From an optimization exercise on the open Yosys and OpenROAD flow, aimed at small area and a short achievable clock period; shortcuts taken in it are not production practice.
The RTL was checked by simulation tests, not by an equivalence proof against the original design.
No driver is modelled on the clock port, so clock power and skew are understated where the tree is cut down; a real chip needs a root buffer or a tree.
Power figures rest on the tool's default switching activity, not on a simulated workload.

==> job 2076 <==
Design Base_Router, start of the top module:
module Base_Router(  clk, reset,
							eastReqUpStr,  eastGntUpStr,  eastUpStrFull,  eastPacketIn,
							eastReqDnStr,  eastGntDnStr,  eastDnStrFull,  eastPacketOut,
							northReqUpStr, northGntUpStr, northUpStrFull, northPacketIn,
							northReqDnStr, northGntDnStr, northDnStrFull, northPacketOut,
							westReqUpStr,  westGntUpStr , westUpStrFull,  westPacketIn,
							westReqDnStr,  westGntDnStr,  westDnStrFull,  westPacketOut,
							southReqUpStr, southGntUpStr, southUpStrFull, southPacketIn,
							southReqDnStr, southGntDnStr, southDnStrFull, southPacketOut,
							localReqUpStr, localGntUpStr, localUpStrFull, localPacketIn,
							localReqDnStr, localGntDnStr, localDnStrFull, localPacketOut);
==> module ram, before the edit <==
module ram (clk, writeSel, readSel, dataIn, dataOut);
parameter packetwidth = 55;
parameter addressWidth = 4;
input clk;
input [(1<<addressWidth)-1:0] writeSel;   
input [(1<<addressWidth)-1:0] readSel;    
input [packetwidth-1:0] dataIn;
output [packetwidth-1:0] dataOut;
reg [packetwidth-1:0] mem [0:(1<<addressWidth)-1];
integer j;
always @(posedge clk)
  for (j = 0; j < (1<<addressWidth); j = j + 1)
    if (writeSel[j])
      mem[j] <= dataIn;
reg [packetwidth-1:0] rd;
integer i;
always @* begin
  rd = {packetwidth{1'b0}};
  for (i = 0; i < (1<<addressWidth); i = i + 1)
    rd = rd | (mem[i] & {packetwidth{readSel[i]}});
end
assign dataOut = rd;
endmodule
==> module FIFO, before the edit <==
module FIFO (clk, reset, reqUpStr, gntUpStr, full, rdReq, rdGnt, empty, readAddr,
             PacketIn, PacketOut);
parameter packetwidth = 55;
parameter addressWidth = 4;
input clk;
input reset;
input reqUpStr;
output reg gntUpStr;           
output reg full;               
reg fullInt;                   
input rdReq;
output rdGnt;
output reg empty;
output reg [addressWidth-1:0] readAddr;
input [packetwidth-1:0] PacketIn;
output [packetwidth-1:0] PacketOut;
reg [addressWidth-1:0] writeAddr;
reg EnableGnt;
reg [(1<<addressWidth)-1:0] readSel;    
reg [(1<<addressWidth)-1:0] writeSel;
wire wrGnt = reqUpStr & ~fullInt & EnableGnt;
assign rdGnt = rdReq & ~empty;
wire [addressWidth-1:0] one = {{(addressWidth-1){1'b0}}, 1'b1};
wire wEqRm1 = (writeAddr == readAddr - one);            
wire wEqRm2 = (writeAddr == readAddr - one - one);      
wire wEqRp1 = (writeAddr == readAddr + one);            
wire fullMove  = wrGnt ? (rdGnt ? wEqRm1 : (wEqRm2 & (readAddr != 0))) : 1'b0;
wire fullNext  = fullMove | (~wrGnt & ~rdGnt & fullInt);
wire fullNextOut = fullMove | (~wrGnt & ~rdGnt & full);    
wire emptyNext = wrGnt ? (rdGnt ? 1'b0 : wEqRm1)
                       : (rdGnt ? wEqRp1 : empty);
wire [addressWidth-1:0] writeAddrInc = writeAddr + one;
always @(posedge clk)
  writeSel <= {{((1<<addressWidth)-1){1'b0}}, wrGnt} << writeAddrInc;
always @(posedge clk or negedge reset)
  if (!reset) begin
    writeAddr <= 0;
    readAddr  <= 0;
    EnableGnt <= 1'b1;
    empty     <= 1'b1;
    readSel   <= 0;
  end else begin
    if (wrGnt) writeAddr <= writeAddrInc;
    if (rdGnt) readAddr  <= readAddr + one;
    if (rdGnt) readSel   <= {{((1<<addressWidth)-1){1'b0}}, 1'b1} << (readAddr + one);
    EnableGnt <= ~reqUpStr | (EnableGnt & ~wrGnt);
    empty     <= emptyNext;
  end
always @(posedge clk)
  if (!reset) begin
    gntUpStr <= 1'b0;
    full     <= 1'b0;
    fullInt  <= 1'b0;
  end else begin
    gntUpStr <= wrGnt;
    full     <= fullNextOut;
    fullInt  <= fullNext;
  end
ram #(.packetwidth(packetwidth), .addressWidth(addressWidth)) fifoBuffer (
  .clk(clk), .writeSel(writeSel), .readSel(readSel),
  .dataIn(PacketIn), .dataOut(PacketOut));
endmodule
==> module InputPortController, before the edit <==
module InputPortController (clk, reset, rdReq, rdGnt, empty, PacketIn, PacketOut, hopNext);
parameter packetwidth = 55;
parameter datawidth = 25;
input clk;
input reset;
output rdReq;
input rdGnt;
input empty;
input [packetwidth-1:0] PacketIn;
output reg [packetwidth-1:0] PacketOut;
output [2:0] hopNext;                  
reg sIdle, sReq, sWait, sRoute, sStuck;
assign rdReq = sReq;
always @(posedge clk or negedge reset)
  if (!reset) begin
    sIdle  <= 1'b1;
    sReq   <= 1'b0;
    sWait  <= 1'b0;
    sRoute <= 1'b0;
    sStuck <= 1'b0;
  end else begin
    sIdle  <= (sIdle & empty) | sRoute;
    sReq   <= sIdle & ~empty;
    sWait  <= sReq & rdGnt;
    sRoute <= sWait;
    sStuck <= sStuck | (sReq & ~rdGnt);
  end
always @(posedge clk)
  if (sRoute | ~reset)
    PacketOut <= PacketIn;
reg [2:0] hopPre;
always @(posedge clk)
  if (sWait)
    hopPre <= PacketIn[datawidth+2:datawidth];
assign hopNext = sRoute ? hopPre : PacketOut[datawidth+2:datawidth];
endmodule
==> module InputPort, before the edit <==
module InputPort (clk, reset, reqUpStr, gntUpStr, full, PacketIn, PacketOut, hopNext);
parameter packetwidth = 55;
parameter addressWidth = 4;
input clk;
input reset;
input reqUpStr;
output gntUpStr;
output full;
input [packetwidth-1:0] PacketIn;
output [packetwidth-1:0] PacketOut;    
output [2:0] hopNext;
wire rdReq, rdGnt, empty;
wire [addressWidth-1:0] readAddr;
wire [packetwidth-1:0] ramOut, dataBuf;
FIFO #(.packetwidth(packetwidth), .addressWidth(addressWidth)) fifo (
  .clk(clk), .reset(reset), .reqUpStr(reqUpStr), .gntUpStr(gntUpStr), .full(full),
  .rdReq(rdReq), .rdGnt(rdGnt), .empty(empty), .readAddr(readAddr),
  .PacketIn(PacketIn), .PacketOut(ramOut));
InputPortController #(.packetwidth(packetwidth)) InputPortController (
  .clk(clk), .reset(reset), .rdReq(rdReq), .rdGnt(rdGnt), .empty(empty),
  .PacketIn(ramOut), .PacketOut(dataBuf), .hopNext(hopNext));
assign PacketOut = dataBuf;
endmodule
clock: 5.0 ns
lec_check: 0
cap_margin: 50
core_margin: 2
core_utilization: 65
setup_slack_margin: 2.7
slew_margin: 50
tns_end_percent: 100
standard.sh (not shown) runs the stock make flow with config.mk's settings and CLKGATE_MAP_FILE= SYNTH_SCRIPT=/design/flow/synth_recipe.tcl, a recipe that flattens the netlist after the stock synthesis.
==> flow/flow/run.sh <==
#!/bin/bash
# Own layout flow: the standard ORFS flow (standard.sh), with
#  - output flip-flops (and the gates driving their D pins) placed in the rows
#    next to their output ports before global placement and held there while
#    the rest is placed (place_out_cells.tcl, unfix_out_cells.tcl), so the
#    clock-to-output paths are short;
#  - a balanced clock tree of inverters (clock_tree.tcl, via cts_hook.tcl) in
#    place of TritonCTS, for a shorter clock insertion delay;
#  - port buffers of a fixed type, free resizing, and timing repair aimed at the
#    worst paths only.
# Each stage's full output goes to log_<stage>.txt in the work folder.
set -uo pipefail
W=$(pwd)
F=$W/flow
ARGS=(
  "PRE_GLOBAL_PLACE_TCL=$F/place_out_cells.tcl"
  "POST_GLOBAL_PLACE_TCL=$F/unfix_out_cells.tcl"
  "PRE_CTS_TCL=$F/cts_hook.tcl"
  "BUFFER_PORTS_ARGS=-buffer_cell sky130_fd_sc_hd__buf_2"
  "MATCH_CELL_FOOTPRINT=0"
)
for stage in synth floorplan place cts route finish; do
  echo "=== $stage $(date)"
  if ! bash standard.sh "${ARGS[@]}" $stage > "$W/log_$stage.txt" 2>&1; then
    echo "stage $stage failed"; tail -30 "$W/log_$stage.txt"; exit 1
  fi
done
ls -la out/
==> flow/flow/clock_tree.tcl <==
# Clock tree of inverters, built level by level from the flip-flops up by
# recursive bisection (compact groups of equal size), with an even number of
# inverting levels so every flip-flop sees the rising clock edge. Replaces
# TritonCTS in the cts step (see cts_hook.tcl).
namespace eval ctree {
  # per level, from the leaves up: {master max_fanout}
  variable levels {
    {sky130_fd_sc_hd__inv_12 20}
    {sky130_fd_sc_hd__inv_16  8}
    {sky130_fd_sc_hd__inv_16  6}
    {sky130_fd_sc_hd__inv_16  8}
  }
  variable prefix ctree
}

proc ctree::bisect {items maxn} {
  if {[llength $items] <= $maxn} { return [list $items] }
  set xs [lmap it $items {lindex $it 0}]
  set ys [lmap it $items {lindex $it 1}]
  set dx [expr {[tcl::mathfunc::max {*}$xs] - [tcl::mathfunc::min {*}$xs]}]
  set dy [expr {[tcl::mathfunc::max {*}$ys] - [tcl::mathfunc::min {*}$ys]}]
  set idx [expr {$dx >= $dy ? 0 : 1}]
  set sorted [lsort -integer -index $idx $items]
  set n [llength $sorted]
  set groups [expr {($n + $maxn - 1) / $maxn}]
  set left [expr {int(round(double($n) * ($groups / 2) / $groups))}]
  if {$left < 1} { set left 1 }
  return [concat [ctree::bisect [lrange $sorted 0 [expr {$left - 1}]] $maxn] \
                 [ctree::bisect [lrange $sorted $left end] $maxn]]
}

proc ctree::centroid {grp} {
  set sx 0; set sy 0
  foreach it $grp { set sx [expr {$sx + [lindex $it 0]}]; set sy [expr {$sy + [lindex $it 1]}] }
  set n [llength $grp]
  return [list [expr {$sx / $n}] [expr {$sy / $n}]]
}

proc ctree::make_inv {block master name x y} {
  set inst [odb::dbInst_create $block $master $name]
  set w [$master getWidth]; set h [$master getHeight]
  $inst setLocation [expr {int($x - $w / 2)}] [expr {int($y - $h / 2)}]
  $inst setPlacementStatus PLACED
  set net [odb::dbNet_create $block "${name}_n"]
  $net setSigType CLOCK
  set out ""; set in ""
  foreach it [$inst getITerms] {
    if {[$it isOutputSignal]} { set out $it } elseif {[$it isInputSignal]} { set in $it }
  }
  $out connect $net
  return [list $inst $net $in]
}

proc ctree::build {clkname} {
  variable levels; variable prefix
  set db [ord::get_db]
  set block [ord::get_db_block]
  set clk [$block findNet $clkname]
  $clk setSigType CLOCK
  set items {}
  foreach it [$clk getITerms] {
    set bb [[$it getInst] getBBox]
    lappend items [list [expr {([$bb xMin] + [$bb xMax]) / 2}] [expr {([$bb yMin] + [$bb yMax]) / 2}] $it]
  }
  set nsinks [llength $items]
  foreach it $items { [lindex $it 2] disconnect }
  set lv 0
  set counts {}
  while {1} {
    if {$lv < [llength $levels]} { lassign [lindex $levels $lv] mname fo } else { lassign [lindex $levels end] mname fo }
    set master [$db findMaster $mname]
    set remaining_odd [expr {$lv % 2}]
    # the last level has a single inverter; stop when one group is left and the
    # number of levels built so far makes the polarity right
    set groups [ctree::bisect $items $fo]
    set next {}
    set k 0
    foreach grp $groups {
      lassign [ctree::centroid $grp] cx cy
      lassign [ctree::make_inv $block $master "${prefix}_${lv}_${k}" $cx $cy] inst net in
      foreach s $grp { [lindex $s 2] connect $net }
      lappend next [list $cx $cy $in]
      incr k
    }
    lappend counts $k
    incr lv
    set items $next
    if {[llength $items] == 1 && $lv % 2 == 0} break
  }
  [lindex $items 0 2] connect $clk
  puts "ctree: $nsinks sinks, $lv inverter levels, inverters per level (leaf first): $counts"
}
Other scripts of this flow, unchanged in this note and not shown: flow/flow/cts_hook.tcl, flow/flow/place_out_cells.tcl, flow/flow/unfix_out_cells.tcl
==> job 7399 (differences from job 2076) <==
--- a/flow/design.v
+++ b/flow/design.v
@@ -1,9 +1,12 @@
-module ram (clk, writeSel, readSel, dataIn, dataOut);
-parameter packetwidth = 55;
-parameter addressWidth = 4;
-input clk;
-input [(1<<addressWidth)-1:0] writeSel;   
-input [(1<<addressWidth)-1:0] readSel;    
+module ram (clk, writeSel, routeSel, readAddr, dataIn, dataOut, hopOut);
+parameter packetwidth = 55;
+parameter addressWidth = 4;
+parameter datawidth = 25;
+input clk;
+input [(1<<addressWidth)-1:0] writeSel;
+input [(1<<addressWidth)-1:0] routeSel;
+input [addressWidth-1:0] readAddr;
 input [packetwidth-1:0] dataIn;
 output [packetwidth-1:0] dataOut;
+output [2:0] hopOut;
 reg [packetwidth-1:0] mem [0:(1<<addressWidth)-1];
@@ -19,8 +22,10 @@
   for (i = 0; i < (1<<addressWidth); i = i + 1)
-    rd = rd | (mem[i] & {packetwidth{readSel[i]}});
+    rd = rd | (mem[i] & {packetwidth{routeSel[i]}});
 end
 assign dataOut = rd;
+wire [packetwidth-1:0] atRead = mem[readAddr];
+assign hopOut = atRead[datawidth+2:datawidth];
 endmodule
 module FIFO (clk, reset, reqUpStr, gntUpStr, full, rdReq, rdGnt, empty, readAddr,
-             PacketIn, PacketOut);
+             routeSel, PacketIn, PacketOut, hopOut);
 parameter packetwidth = 55;
@@ -37,7 +42,8 @@
 output reg [addressWidth-1:0] readAddr;
+input [(1<<addressWidth)-1:0] routeSel;    
 input [packetwidth-1:0] PacketIn;
 output [packetwidth-1:0] PacketOut;
+output [2:0] hopOut;                      
 reg [addressWidth-1:0] writeAddr;
 reg EnableGnt;
-reg [(1<<addressWidth)-1:0] readSel;    
 reg [(1<<addressWidth)-1:0] writeSel;
@@ -63,3 +69,2 @@
     empty     <= 1'b1;
-    readSel   <= 0;
   end else begin
@@ -67,3 +72,2 @@
     if (rdGnt) readAddr  <= readAddr + one;
-    if (rdGnt) readSel   <= {{((1<<addressWidth)-1){1'b0}}, 1'b1} << (readAddr + one);
     EnableGnt <= ~reqUpStr | (EnableGnt & ~wrGnt);
@@ -82,8 +86,10 @@
 ram #(.packetwidth(packetwidth), .addressWidth(addressWidth)) fifoBuffer (
-  .clk(clk), .writeSel(writeSel), .readSel(readSel),
-  .dataIn(PacketIn), .dataOut(PacketOut));
-endmodule
-module InputPortController (clk, reset, rdReq, rdGnt, empty, PacketIn, PacketOut, hopNext);
+  .clk(clk), .writeSel(writeSel), .routeSel(routeSel), .readAddr(readAddr),
+  .dataIn(PacketIn), .dataOut(PacketOut), .hopOut(hopOut));
+endmodule
+module InputPortController (clk, reset, rdReq, rdGnt, empty, readAddr, routeSel,
+                            hopIn, PacketIn, PacketOut, hopNext);
 parameter packetwidth = 55;
 parameter datawidth = 25;
+parameter addressWidth = 4;
 input clk;
@@ -93,6 +99,10 @@
 input empty;
-input [packetwidth-1:0] PacketIn;
+input [addressWidth-1:0] readAddr;             
+output reg [(1<<addressWidth)-1:0] routeSel;   
+input [2:0] hopIn;                             
+input [packetwidth-1:0] PacketIn;              
 output reg [packetwidth-1:0] PacketOut;
-output [2:0] hopNext;                  
+output [2:0] hopNext;                          
 reg sIdle, sReq, sWait, sRoute, sStuck;
+reg keep;                                      
 assign rdReq = sReq;
@@ -100,17 +110,20 @@
   if (!reset) begin
-    sIdle  <= 1'b1;
-    sReq   <= 1'b0;
-    sWait  <= 1'b0;
-    sRoute <= 1'b0;
-    sStuck <= 1'b0;
-  end else begin
-    sIdle  <= (sIdle & empty) | sRoute;
-    sReq   <= sIdle & ~empty;
-    sWait  <= sReq & rdGnt;
-    sRoute <= sWait;
-    sStuck <= sStuck | (sReq & ~rdGnt);
-  end
-always @(posedge clk)
-  if (sRoute | ~reset)
-    PacketOut <= PacketIn;
+    sIdle    <= 1'b1;
+    sReq     <= 1'b0;
+    sWait    <= 1'b0;
+    sRoute   <= 1'b0;
+    sStuck   <= 1'b0;
+    keep     <= 1'b0;
+    routeSel <= 0;
+  end else begin
+    sIdle    <= (sIdle & empty) | sRoute;
+    sReq     <= sIdle & ~empty;
+    sWait    <= sReq & rdGnt;
+    sRoute   <= sWait;
+    sStuck   <= sStuck | (sReq & ~rdGnt);
+    keep     <= ~sWait;
+    routeSel <= {{((1<<addressWidth)-1){1'b0}}, sWait} << readAddr;
+  end
+always @(posedge clk)
+  PacketOut <= PacketIn | (PacketOut & {packetwidth{keep}});
 reg [2:0] hopPre;
@@ -118,3 +131,3 @@
   if (sWait)
-    hopPre <= PacketIn[datawidth+2:datawidth];
+    hopPre <= hopIn;
 assign hopNext = sRoute ? hopPre : PacketOut[datawidth+2:datawidth];
@@ -133,2 +146,4 @@
 wire rdReq, rdGnt, empty;
+wire [(1<<addressWidth)-1:0] routeSel;
+wire [2:0] hopIn;
 wire [addressWidth-1:0] readAddr;
@@ -138,5 +153,6 @@
   .rdReq(rdReq), .rdGnt(rdGnt), .empty(empty), .readAddr(readAddr),
-  .PacketIn(PacketIn), .PacketOut(ramOut));
-InputPortController #(.packetwidth(packetwidth)) InputPortController (
+  .routeSel(routeSel), .PacketIn(PacketIn), .PacketOut(ramOut), .hopOut(hopIn));
+InputPortController #(.packetwidth(packetwidth), .addressWidth(addressWidth)) InputPortController (
   .clk(clk), .reset(reset), .rdReq(rdReq), .rdGnt(rdGnt), .empty(empty),
+  .readAddr(readAddr), .routeSel(routeSel), .hopIn(hopIn),
   .PacketIn(ramOut), .PacketOut(dataBuf), .hopNext(hopNext));
--- a/flow/flow/run.sh
+++ b/flow/flow/run.sh
@@ -8,4 +8,4 @@
 #    place of TritonCTS, for a shorter clock insertion delay;
-#  - port buffers of a fixed type, free resizing, and timing repair aimed at the
-#    worst paths only.
+#  - port buffers of a fixed type, free resizing, and timing repair by resizing
+#    and buffering only (no gate cloning or load splitting).
 # Each stage's full output goes to log_<stage>.txt in the work folder.
@@ -20,2 +20,3 @@
   "MATCH_CELL_FOOTPRINT=0"
+  "SETUP_MOVE_SEQUENCE=unbuffer,sizeup,swap,buffer"
 )
--- a/flow/flow/clock_tree.tcl
+++ b/flow/flow/clock_tree.tcl
@@ -8,7 +8,8 @@
     {sky130_fd_sc_hd__inv_12 20}
-    {sky130_fd_sc_hd__inv_16  8}
-    {sky130_fd_sc_hd__inv_16  6}
-    {sky130_fd_sc_hd__inv_16  8}
+    {sky130_fd_sc_hd__inv_12  6}
+    {sky130_fd_sc_hd__inv_16  5}
+    {sky130_fd_sc_hd__inv_16 12}
   }
   variable prefix ctree
+  variable use_bbox 1
 }
@@ -29,2 +30,9 @@
                  [ctree::bisect [lrange $sorted $left end] $maxn]]
+}
+
+proc ctree::bboxcenter {grp} {
+  set xs [lmap it $grp {lindex $it 0}]
+  set ys [lmap it $grp {lindex $it 1}]
+  return [list [expr {([tcl::mathfunc::min {*}$xs] + [tcl::mathfunc::max {*}$xs]) / 2}] \
+               [expr {([tcl::mathfunc::min {*}$ys] + [tcl::mathfunc::max {*}$ys]) / 2}]]
 }
@@ -78,3 +86,3 @@
     foreach grp $groups {
-      lassign [ctree::centroid $grp] cx cy
+      if {$lv == 0 || !$ctree::use_bbox} { lassign [ctree::centroid $grp] cx cy } else { lassign [ctree::bboxcenter $grp] cx cy }
       lassign [ctree::make_inv $block $master "${prefix}_${lv}_${k}" $cx $cy] inst net in
- CORE_UTILIZATION: 65 -> 72
- SETUP_SLACK_MARGIN: 2.7 -> 2.9
==> qor summary <==
                                                              job 7399     job 2076
Run status                            no timing/DRC/antenna violations  no timing/DRC/antenna violations
Layout Skew                                                    61.7 ps      83.3 ps
Fin util                                                         79.0%        71.0%
Worst Path Arrival                                             2850 ps      2640 ps
Levels on crit path                                                  3            4
Post-layout minimum cycle time                                 2380 ps      2370 ps
Per-cell via count in the routed design                           7.72         7.54
Maximum fanout count along the critical path                         5           29
Synth Cell Area                                            184,000 um2  184,000 um2
Total length of routed wires                                576,000 um   593,000 um
Tapcell count                                                    3,366        3,743
DRC violation total after the first TritonRoute iteration       21,700       17,300
Number of vias after detailed routing                          113,000      107,000
Skew-Pair Late Insertion Delay                                  640 ps       690 ps
Fraction of area in multi-input gates                            16.2%        14.7%
Met1 Use GR                                                      59.4%        55.5%
Share of the synthesized area in the top cell type               72.1%        76.7%
Post-Synth Simple-Gate Area                                      4.35%        2.72%
Count of fill cells added during filler insertion               13,200       17,300
Internal Dissipation                                         54,000 uW    54,400 uW
Total net switching power                                    21,300 uW    21,800 uW
Place WS                                                       2160 ps      1840 ps
Met2 Resource Use GR                                             63.3%        60.2%
Number of ordinary inverters in the final layout                   354          327
FF/Latch Area                                              150,000 um2  153,000 um2
Number of flops mapped to enable cells by yosys                  4,415        4,690
No run of this note takes its clock network from TritonCTS; it comes from the design's own scripts or RTL.

-- static timing again, ports no longer ideal --
No port has a modelled driver above. Below, the same layouts with a new extraction and two added sets of constraints. Step 1 assumes that a clkbuf_16 drives the clock port and a buf_2 every other input. Step 2 moves the port delays by t, midway between the first and last clock arrival at a register: inputs arrive t later, outputs are due t later. That takes back most of the time a late clock gives input paths. Three values: ideal ports, drivers, drivers and shift; two values: the first two.
| run | shift t [ns] | slack for setup (ns) | cell pins on the clock port's net |
|---|---|---|---|
| job 2076 | 0.788 | 2.630 / 2.552 / 2.520 | 1 |
| job 7399 | 0.758 | 2.625 / 2.625 / 2.169 | 1 |
After both steps setup and hold are still met in every run listed. The setup slack of job 7399, which loses most, moves by 0.000 ns with the drivers and by -0.456 ns with both steps.
